This is an optimization exercise on Yosys and OpenROAD, whose aim is a short achievable clock period and few clock cycles, not a production implementation.
The RTL was checked by simulation tests, not by an equivalence proof against the original design.
Power is estimated from default activity; no workload was simulated.

===== flow/config.mk =====
export PLATFORM = sky130hd
export DESIGN_NAME = cmu
export DESIGN_NICKNAME = cmu
export VERILOG_FILES = /design/flow/design.v
export SDC_FILE = /design/flow/constraint.sdc
export NUM_CORES = 8
export LEC_CHECK = 0
export CAP_MARGIN = 20
export CORE_MARGIN = 2
export CORE_UTILIZATION = 30
export SLEW_MARGIN = 20
export SYNTH_MEMORY_MAX_BITS = 16384

===== flow/constraint.sdc =====
create_clock -name core_clock -period 27.0 [get_ports {clk}]
set_input_delay 5.4000 -clock core_clock [delete_from_list [all_inputs] [get_ports {clk}]]
set_output_delay 5.4000 -clock core_clock [all_outputs]
set_load 0.01 [all_outputs]

===== flow/design.v =====
localparam 
    ADDR_BITS = 32,
    WORD_BYTES = 4,
    WORD_BYTES_WIDTH = 2,    
    WORD_BITS = (WORD_BYTES * 8),
    ELEMENT_WORDS = 4,
    ELEMENT_WORDS_WIDTH = 2,    
    BLOCK_WIDTH = (ELEMENT_WORDS_WIDTH + WORD_BYTES_WIDTH),    
    ELEMENT_NUM = 64,
    WAYS = 2,
    ELEMENT_INDEX_WIDTH = 6,    
    SET_INDEX_WIDTH = 5,    
    TAG_BITS = (ADDR_BITS - SET_INDEX_WIDTH - BLOCK_WIDTH);   
module cache (
	input wire clk,   
	input wire rst,   
	input wire [ADDR_BITS-1:0] addr,   
    input wire load,    
	input wire store,   
	input wire edit,    
	input wire invalid,   
    input wire [2:0] u_b_h_w,  
	input wire [31:0] din,   
	output reg hit,   
	output reg [31:0] dout,   
	output reg valid,   
	output reg dirty,   
	output reg [TAG_BITS-1:0] tag   
	);
     localparam 
    ADDR_BITS = 32,
    WORD_BYTES = 4,
    WORD_BYTES_WIDTH = 2,    
    WORD_BITS = (WORD_BYTES * 8),
    ELEMENT_WORDS = 4,
    ELEMENT_WORDS_WIDTH = 2,    
    BLOCK_WIDTH = (ELEMENT_WORDS_WIDTH + WORD_BYTES_WIDTH),    
    ELEMENT_NUM = 64,
    WAYS = 2,
    ELEMENT_INDEX_WIDTH = 6,    
    SET_INDEX_WIDTH = 5,    
    TAG_BITS = (ADDR_BITS - SET_INDEX_WIDTH - BLOCK_WIDTH);   
    wire [31:0] word1, word2;
    wire [15:0] half_word1, half_word2;
    wire [7:0]  byte1, byte2;
    wire recent1, recent2, valid1, valid2, dirty1, dirty2;
    wire [TAG_BITS-1:0] tag1, tag2;
    wire hit1, hit2;
    reg [ELEMENT_NUM-1:0] inner_recent;
    reg [ELEMENT_NUM-1:0] inner_valid;
    reg [ELEMENT_NUM-1:0] inner_dirty;
    reg [TAG_BITS-1:0] inner_tag [0:ELEMENT_NUM-1];
    reg [31:0] inner_data [0:ELEMENT_NUM*ELEMENT_WORDS-1];
    wire [TAG_BITS-1:0] addr_tag;
    wire [SET_INDEX_WIDTH-1:0] addr_index;      
    wire [ELEMENT_INDEX_WIDTH-1:0] addr_element1; 
    wire [ELEMENT_INDEX_WIDTH-1:0] addr_element2;      
    wire [ELEMENT_INDEX_WIDTH+ELEMENT_WORDS_WIDTH-1:0] addr_word1;
    wire [ELEMENT_INDEX_WIDTH+ELEMENT_WORDS_WIDTH-1:0] addr_word2;  
    assign addr_tag = addr[31:32-TAG_BITS];              
    assign addr_index = addr[31-TAG_BITS:27-TAG_BITS];   
    assign addr_element1 = {addr_index, 1'b0};
    assign addr_element2 = {addr_index, 1'b1};           
    assign addr_word1 = {addr_element1, addr[ELEMENT_WORDS_WIDTH+WORD_BYTES_WIDTH-1:WORD_BYTES_WIDTH]};
    assign addr_word2 = {addr_element2, addr[ELEMENT_WORDS_WIDTH+WORD_BYTES_WIDTH-1:WORD_BYTES_WIDTH]};  
    assign word1 = inner_data[addr_word1];
    assign word2 = inner_data[addr_word2];   
    assign half_word1 = addr[1] ? word1[31:16] : word1[15:0];
    assign half_word2 = addr[1] ? word2[31:16] : word2[15:0];    
    assign byte1 = addr[1] ?
                   addr[0] ? word1[31:24] : word1[23:16] :
                   addr[0] ? word1[15:8] :  word1[7:0]   ;
    assign byte2 = addr[1] ?
                   addr[0] ? word2[31:24] : word2[23:16] :
                   addr[0] ? word2[15:8] :  word2[7:0]   ;       
    assign recent1 = inner_recent[addr_element1];
    assign recent2 = inner_recent[addr_element2];                
    assign valid1 = inner_valid[addr_element1];
    assign valid2 = inner_valid[addr_element2];                  
    assign dirty1 = inner_dirty[addr_element1];
    assign dirty2 = inner_dirty[addr_element2];                  
    assign tag1 = inner_tag[addr_element1];
    assign tag2 = inner_tag[addr_element2];                      
    assign hit1 = valid1 & (tag1 == addr_tag);
    assign hit2 = valid2 & (tag2 == addr_tag);                   
    always @ (negedge clk) begin
        valid <= valid1 & valid2;                
        dirty <= recent1 & dirty2 |
                 ~recent1 & dirty1;              
        tag <= recent1 ? tag2 : tag1;            
        hit <= hit1 | hit2;                      
        if (load) begin
            if (hit1) begin
                dout <=
                    u_b_h_w[1] ? word1 :
                    u_b_h_w[0] ? {u_b_h_w[2] ? 16'b0 : {16{half_word1[15]}}, half_word1} :
                    {u_b_h_w[2] ? 24'b0 : {24{byte1[7]}}, byte1};
                inner_recent[addr_element1] <= 1'b1;
                inner_recent[addr_element2] <= 1'b0;
            end
            else if (hit2) begin  
                 dout <=
                    u_b_h_w[1] ? word2 :
                    u_b_h_w[0] ? {u_b_h_w[2] ? 16'b0 : {16{half_word2[15]}}, half_word2} :
                    {u_b_h_w[2] ? 24'b0 : {24{byte2[7]}}, byte2};
                inner_recent[addr_element1] <= 1'b0;
                inner_recent[addr_element2] <= 1'b1;
            end
        end
        else dout <= inner_data[ recent1 ? addr_word2 : addr_word1 ];
        if (edit) begin
            if (hit1) begin
                inner_data[addr_word1] <= 
                    u_b_h_w[1] ?         
                        din
                    :
                        u_b_h_w[0] ?     
                            addr[1] ?        
                                {din[15:0], word1[15:0]} 
                            :
                                {word1[31:16], din[15:0]} 
                        :    
                            addr[1] ?
                                addr[0] ?
                                    {din[7:0], word1[23:0]}    
                                :
                                    {word1[31:24], din[7:0], word1[15:0]}  
                            :
                                addr[0] ?
                                    {word1[31:16], din[7:0], word1[7:0]}    
                                :
                                    {word1[31:8], din[7:0]}  
                ;
                inner_dirty[addr_element1] <= 1'b1;
                inner_recent[addr_element1] <= 1'b1;
                inner_recent[addr_element2] <= 1'b0;
            end
            else if (hit2) begin  
                inner_data[addr_word2] <= 
                    u_b_h_w[1] ?         
                        din
                    :
                        u_b_h_w[0] ?     
                            addr[1] ?        
                                {din[15:0], word2[15:0]} 
                            :
                                {word2[31:16], din[15:0]} 
                        :    
                            addr[1] ?
                                addr[0] ?
                                    {din[7:0], word2[23:0]}    
                                :
                                    {word2[31:24], din[7:0], word2[15:0]}  
                            :
                                addr[0] ?
                                    {word2[31:16], din[7:0], word2[7:0]}    
                                :
                                    {word2[31:8], din[7:0]}  
                ;
                inner_dirty[addr_element2] <= 1'b1;
                inner_recent[addr_element1] <= 1'b0;
                inner_recent[addr_element2] <= 1'b1;
            end
        end
        if (store) begin
            if (recent1) begin   
                inner_data[addr_word2] <= din;
                inner_valid[addr_element2] <= 1'b1;
                inner_dirty[addr_element2] <= 1'b0;
                inner_tag[addr_element2] <= addr_tag;
            end else begin
                inner_data[addr_word1] <= din;
                inner_valid[addr_element1] <= 1'b1;
                inner_dirty[addr_element1] <= 1'b0;
                inner_tag[addr_element1] <= addr_tag;
            end
        end
        if (invalid) begin
            inner_recent[addr_element1] <= 1'b0;
            inner_recent[addr_element2] <= 1'b0;
            inner_valid[addr_element1] <= 1'b0;
            inner_valid[addr_element2] <= 1'b0;
            inner_dirty[addr_element1] <= 1'b0;
            inner_dirty[addr_element2] <= 1'b0;
        end
        if (rst) begin
            inner_recent <= {ELEMENT_NUM{1'b0}};
            inner_valid <= {ELEMENT_NUM{1'b0}};
            inner_dirty <= {ELEMENT_NUM{1'b0}};
        end
    end
endmodule
module cmu (
		input clk,
		input rst,
		input [31:0] addr_rw,
		input en_r,
		input en_w,
        input [2:0] u_b_h_w,
		input [31:0] data_w,
		output [31:0] data_r,
		output stall,
		output reg mem_cs_o,
		output reg mem_we_o,
		output reg [31:0] mem_addr_o,
		input [31:0] mem_data_i,
		output [31:0] mem_data_o,
		input mem_ack_i
	);
     localparam 
    ADDR_BITS = 32,
    WORD_BYTES = 4,
    WORD_BYTES_WIDTH = 2,    
    WORD_BITS = (WORD_BYTES * 8),
    ELEMENT_WORDS = 4,
    ELEMENT_WORDS_WIDTH = 2,    
    BLOCK_WIDTH = (ELEMENT_WORDS_WIDTH + WORD_BYTES_WIDTH),    
    ELEMENT_NUM = 64,
    WAYS = 2,
    ELEMENT_INDEX_WIDTH = 6,    
    SET_INDEX_WIDTH = 5,    
    TAG_BITS = (ADDR_BITS - SET_INDEX_WIDTH - BLOCK_WIDTH);   
    reg [ADDR_BITS-1:0] cache_addr;
    reg cache_load;
    reg cache_store;
    reg cache_edit;
    reg [2:0] cache_u_b_h_w;
    reg [WORD_BITS-1:0] cache_din;
    wire cache_hit;
    wire [WORD_BITS-1:0] cache_dout;
    wire cache_valid;
    wire cache_dirty;
    wire [TAG_BITS-1:0] cache_tag;
    cache CACHE (
        .clk(clk),
        .rst(rst),
        .addr(cache_addr),
        .load(cache_load),
        .store(cache_store),
        .edit(cache_edit),
        .invalid(1'b0),
        .u_b_h_w(cache_u_b_h_w),
        .din(cache_din),
        .hit(cache_hit),
        .dout(cache_dout),
        .valid(cache_valid),
        .dirty(cache_dirty),
        .tag(cache_tag)
    );
    localparam
        S_IDLE = 0,
        S_PRE_BACK = 1,
        S_BACK = 2,
        S_FILL = 3,
        S_WAIT = 4;
    reg [2:0]state;
    reg [2:0]next_state;
    reg [ELEMENT_WORDS_WIDTH-1:0]word_count;
    reg [ELEMENT_WORDS_WIDTH-1:0]next_word_count;
    always @ (posedge clk) begin
        if (rst) begin
            state <= S_IDLE;
            word_count <= 2'b00;
        end
        else begin
            state <= next_state;
            word_count <= next_word_count;
        end
    end
    always @ (*) begin
        if (rst) begin
            next_state = S_IDLE;
            next_word_count = 2'b00;
        end
        else begin
            case (state)
                S_IDLE: begin
                    next_state = S_IDLE;
                    if (en_r || en_w) begin
                        if (cache_hit)
                            next_state = S_IDLE;         
                        else if (cache_valid && cache_dirty)
                            next_state = S_PRE_BACK;     
                        else
                            next_state = S_FILL;         
                    end
                    next_word_count = 2'b00;
                end
                S_PRE_BACK: begin
                    next_state = S_BACK;         
                    next_word_count = 2'b00;
                end
                S_BACK: begin
                    if (mem_ack_i && word_count == {ELEMENT_WORDS_WIDTH{1'b1}})     
                        next_state = S_FILL;     
                    else
                        next_state = S_BACK;     
                    if (mem_ack_i)
                        next_word_count = word_count+1;  
                    else
                        next_word_count = word_count;
                end
                S_FILL: begin
                    if (mem_ack_i && word_count == {ELEMENT_WORDS_WIDTH{1'b1}})
                        next_state = S_WAIT;     
                    else
                        next_state = S_FILL;     
                    if (mem_ack_i)
                        next_word_count = word_count+1;  
                    else
                        next_word_count = word_count;
                end
                S_WAIT: begin
                    next_state = S_IDLE;     
                    next_word_count = 2'b00;
                end
                default: begin
                    next_state = S_IDLE;
                    next_word_count = 2'b00;
                end
            endcase
        end
    end
    always @ (*) begin
        case(state)
            S_IDLE, S_WAIT: begin
                cache_addr = addr_rw;
                cache_load = en_r;
                cache_edit = en_w;
                cache_store = 1'b0;
                cache_u_b_h_w = u_b_h_w;
                cache_din = data_w;
            end
            S_BACK, S_PRE_BACK: begin
                cache_addr = {addr_rw[ADDR_BITS-1:BLOCK_WIDTH], next_word_count, {ELEMENT_WORDS_WIDTH{1'b0}}};
                cache_load = 1'b0;
                cache_edit = 1'b0;
                cache_store = 1'b0;
                cache_u_b_h_w = 3'b010;
                cache_din = 32'b0;
            end
            S_FILL: begin
                cache_addr = {addr_rw[ADDR_BITS-1:BLOCK_WIDTH], word_count, {ELEMENT_WORDS_WIDTH{1'b0}}};
                cache_load = 1'b0;
                cache_edit = 1'b0;
                cache_store = mem_ack_i;
                cache_u_b_h_w = 3'b010;
                cache_din = mem_data_i;
            end
            default: begin
                cache_addr = addr_rw;
                cache_load = 1'b0;
                cache_edit = 1'b0;
                cache_store = 1'b0;
                cache_u_b_h_w = u_b_h_w;
                cache_din = data_w;
            end
        endcase
    end
    assign data_r = cache_dout;
    always @ (*) begin
        case (next_state)
            S_IDLE, S_PRE_BACK, S_WAIT: begin
                mem_cs_o = 1'b0;
                mem_we_o = 1'b0;
                mem_addr_o = 32'b0;
            end
            S_BACK: begin
                mem_cs_o = 1'b1;
                mem_we_o = 1'b1;
                mem_addr_o = {cache_tag, addr_rw[ADDR_BITS-TAG_BITS-1:BLOCK_WIDTH], next_word_count, {ELEMENT_WORDS_WIDTH{1'b0}}};
            end
            S_FILL: begin
                mem_cs_o = 1'b1;
                mem_we_o = 1'b0;
                mem_addr_o = {addr_rw[ADDR_BITS-1:BLOCK_WIDTH], next_word_count, {ELEMENT_WORDS_WIDTH{1'b0}}};
            end
            default: begin
                mem_cs_o = 1'b0;
                mem_we_o = 1'b0;
                mem_addr_o = 32'b0;
            end
        endcase
    end
    assign mem_data_o = cache_dout;
    assign stall = ~(next_state == S_IDLE);   
endmodule

===== flow/run.sh =====
#!/bin/bash
# synth_recipe.tcl (not shown) runs the flow's synth.tcl, then flattens the netlist and writes it again
# the make line also repeats each setting of config.mk as NAME=value (left out here)
make -C /OpenROAD-flow-scripts/flow DESIGN_CONFIG=/design/flow/config.mk WORK_HOME=/design/flow/orfs CLKGATE_MAP_FILE= SYNTH_SCRIPT=/design/flow/synth_recipe.tcl finish

==> run notes <==
-- synthesized netlist by cell type, types with 35 or more instances --
cell type	n	share of area, %
nor4_1	67	0.11
or3_1	44	0.069
a211o_1	35	0.077
nor3_1	191	0.24
edfxtp_1	9696	73
a21oi_1	798	1.0
mux2i_1	1199	3.0
nor2_1	1001	0.95
buf_1	103	0.097
or4_1	53	0.10
buf_6	96	0.27
o211ai_1	91	0.17
nand2_1	1782	1.7
o21ai_0	471	0.59
o31ai_1	54	0.10
a32oi_1	90	0.20
a2111oi_0	114	0.25
xnor2_1	36	0.079
nand3_1	455	0.57
buf_4	387	0.73
o2bb2ai_1	54	0.12
a311oi_1	45	0.099
a31oi_1	133	0.21
a211oi_1	291	0.55
and3_1	218	0.34
clkbuf_1	439	0.41
a22oi_1	294	0.56
o221ai_1	118	0.26
buf_2	516	0.65
mux4_2	1712	9.7
dfxtp_1	191	0.96
a221oi_1	120	0.26
mux2_2	233	0.66
nand4_1	103	0.16
o22ai_1	194	0.31
-- sequential cells by signal, indices dropped and copies added (netlist names) --
name,count
CACHE.inner_recent,32
CACHE.hit,1
state,3
CACHE.inner_tag,1472
CACHE.inner_dirty,64
word_count,2
CACHE.valid,1
CACHE.inner_data,8192
CACHE.dirty,1
CACHE.tag,23
CACHE.inner_valid,64
CACHE.dout,32
-- cell families after synthesis --
logic type	synth area share, %
buffers and inverters	2.19
DFF	74.2
xor gates and xnor gates	0.119
muxes	13.4
and+or+nand+nor	4.45
other	0.000943
AOI/OAI and AO/OA	5.60
adders and majority gates	0.0252
-- metal layers --
layer,global-route usage (%),wire (µm),up-vias
met5,0.322,1080,-
met4,19.7,142000,112
met3,11.9,261000,5421
met2,34.7,727000,24900
met1,28.3,572000,145000
li1,-,-,112000
-- per-stage QoR --
| stage | power, mW | instance area [µm²] |
|---|---|---|
| floorplan | 26.5 | 398000 |
| global placement | 30.9 | 435000 |
| detailed placement | 31.0 | 436000 |
| CTS | 50.0 | 509000 |
| global route | 52.2 | 509000 |
| finish | 50.3 | 510000 |
-- area by class of cell --
type	count	area share (%)
clock buffers	1104	5.42
diodes	279	0.137
clock inverters	10700	8.85
inverters	24	0.0246
flip-flops and latches	9887	57.9
well taps	17600	4.32
repair buffers	1866	4.20
multi-input cells	10500	19.2
-- worst max path at each step --
stage                     slack [ns]                       end       start  cells after the start
after floorplan                -3.87   CACHE.inner_data[0][30]  addr_rw[4]                     20
after global placement         -1.25  CACHE.inner_data[75][17]   mem_ack_i                     19
after detailed placement        0.09  CACHE.inner_data[72][17]  addr_rw[2]                     21
after CTS                       1.13  CACHE.inner_data[73][17]  addr_rw[2]                     21
after global routing            1.09  CACHE.inner_data[73][17]   mem_ack_i                     21
final                           0.40  CACHE.inner_data[73][17]  addr_rw[2]                     21
-- layout by cell type (no fill, tap or decap), drive strengths merged, types with 195 or more instances in the layout --
| cell | instances |
|---|---|
| nand3 | 466 |
| mux2i | 1199 |
| clkinvlp | 243 |
| o22ai | 195 |
| edfxtp | 9696 |
| mux4 | 1712 |
| a22oi | 296 |
| o21ai | 476 |
| diode | 279 |
| a211oi | 294 |
| mux2 | 241 |
| clkbuf | 1104 |
| and3 | 218 |
| nand2 | 1784 |
| a21oi | 799 |
| nor2 | 1005 |
| inv | 10300 |
| buf | 1696 |
-- power by group through the flow --
stage	Combinational, mW	Clock, mW	Sequential (mW)
floorplan	5.64	2.16	18.7
global placement	10.3	2.16	18.4
detailed placement	10.5	2.16	18.4
CTS	10.5	21.3	18.2
global route	11.0	23.0	18.2
finish	11.0	21.1	18.2
-- worst register-to-register path: stages, from the launching register on --
cell and delay (ns):
dfxtp_1 0.64, xor2_2 0.38, nand2_1 0.31, o21ai_4 0.74, buf_12 0.32, buf_12 0.23
buf_12 0.44, mux4_2 0.74, mux2i_1 0.16, buf_4 0.17, o22ai_1 0.09, buf_4 0.24
nor3_1 0.29, buf_4 0.24, a211oi_2 0.06, buf_6 0.21, a31oi_1 0.82, mux2i_1 0.34
a21oi_1 0.74, a21oi_4 0.25, buf_12 0.26
==> run notes <==
run status=no timing/DRC/antenna violations; routed wire length=1700000 µm; H-tree depth reported by CTS=7; count of yosys warnings during synthesis=2; total buffers and inverters traversed by the critical path=10; Overflow after GRT=0; multi-input gate area in the final layout=0.0976 mm²; static leakage power=203 nW; count of nets after finishing=33400; Fin Setup TNS=0 ns; drt via density=5.55; count of final hold-check violations=0; hold buffer count at CTS=0; WHS=0.460 ns; power per unit of standard cell area=98.7 mW/mm²; fraction of final layout cells with drive strength greater than 1=17.3%; number of antenna-violating nets in the routed design=0; number of antenna violations at the first check in global routing=249; most prevalent standard cell on the critical path=buf_12; count of non-filler cells in the finished layout=51900; switching power share of the total=35.8%; flop2flop setup slack=4.88 ns; number of instances on the worst hold path=2; Final Util=38.6%; final critical-path setup slack=0.399 ns; global-route wire length before repair=2250000 µm; DRC viols=0; total half-perimeter wirelength after legalization and detailed placement=1030000 µm; Post-Place Worst Slack=0.0882 ns; number of distinct library cell variants in the gate-level netlist after synthesis=116; length in cells of the worst reg-to-reg path=20; RSZ-0062 raised after global routing=false; number of vias after detailed routing=288000; Hold Crit Start=CACHE.inner_valid[8]; CTS root buffer=clkbuf_16; pin slew with the least headroom to its limit=1.38 ns; WP data required=14.08 ns; DIE AREA=1.33 mm²; proportion of register bits with asynchronous set or reset after synthesis=0%; number of buffers added for setup after CTS=0; worst slew margin relative to its limit=7.91%; I/O pin total=203; maximum fanout count along the critical path=125; Max stage delay on crit path=1.05 ns; Setup Viol. Count Final=0; syn_area_per_cell=18.1 µm²; P_int=32.3 mW; Worst R2R End=CACHE.inner_data[73][17]; first drt pass iteration count=9; largest clock skew in the final design=0.113 ns; maximum number of pins on one net before global-route repair=161; portion of total power attributed to sequential cells=36.2%; capturing element type of the critical path=flip-flop; post-synthesis sequential element count=9887; worst-skew pair later-pin latency=1.18 ns; DIE WIDTH=1160 µm; Die Span Y=1160 µm; Worst path top cell family by delay=compound AO/OA/AOI/OAI gates; launch point of the worst reg-to-reg path=state[1]; critical path class=input port to flip-flop; cts bufs inserted=1082; CORE AREA=1.32 mm²; register cell area after layout=0.295 mm²; Max clock buf depth=5; relative contribution of the clock network to total power=41.9%; number of gates given a new drive strength after cts=0; crit path cell chain=clkdlybuf4s50_1 -> inv_1 -> a21oi_2 -> o21ai_4 -> buf_12 -> buf_12 -> buf_12 -> mux4_2 -> mux2i_1 -> buf_4 -> o22ai_1 -> buf_4 -> nor3_1 -> buf_4 -> a211oi_2 -> buf_6 -> a31oi_1 -> mux2i_1 -> a21oi_1 -> a21oi_4 -> buf_12; path class of the lowest-slack min-delay path=flip-flop to flip-flop; synthesized instance count=22000; final slew viol count=0; number of sinks on the clock net=9887; GPL Wtd Cong=1.04; net switching component of the power=18.0 mW; # placed instances=39900; clock-pin transition on the worst setup and hold timing paths=0.03 ns; arrival time reported for the critical path endpoint=13.68 ns; clock tree from TritonCTS=built; Cell Area, Synth=0.398 mm²; overall global routing resource usage=24.5%; Placement Rows=422; Seq/Total Area, Yosys=74.2%; worst vdd ir=108 µV; cell at the slowest stage of the critical path=clkdlybuf4s50_1; total of fill cells in the finished design=123000; number of violations of the max-capacitance limit=0; DRT iter0 DRCs=50700; Synth-to-Final Area Change=28.2%; combinational cell fraction of total power=21.9%; Endpoint, Worst Hold=CACHE.inner_valid[8]; number of global-route vias before repair=291000; initial core utilization=30.1%; quantity of I/O buffers inserted on ports=200; average wire per standard cell=32.8 µm; ys flop type=edfxtp_1; Critical Path Source Type=input port; count of flip-flops with a built-in enable after synthesis=9696
Testbench counts, summed over its fixed seeds: cycles 340,426.
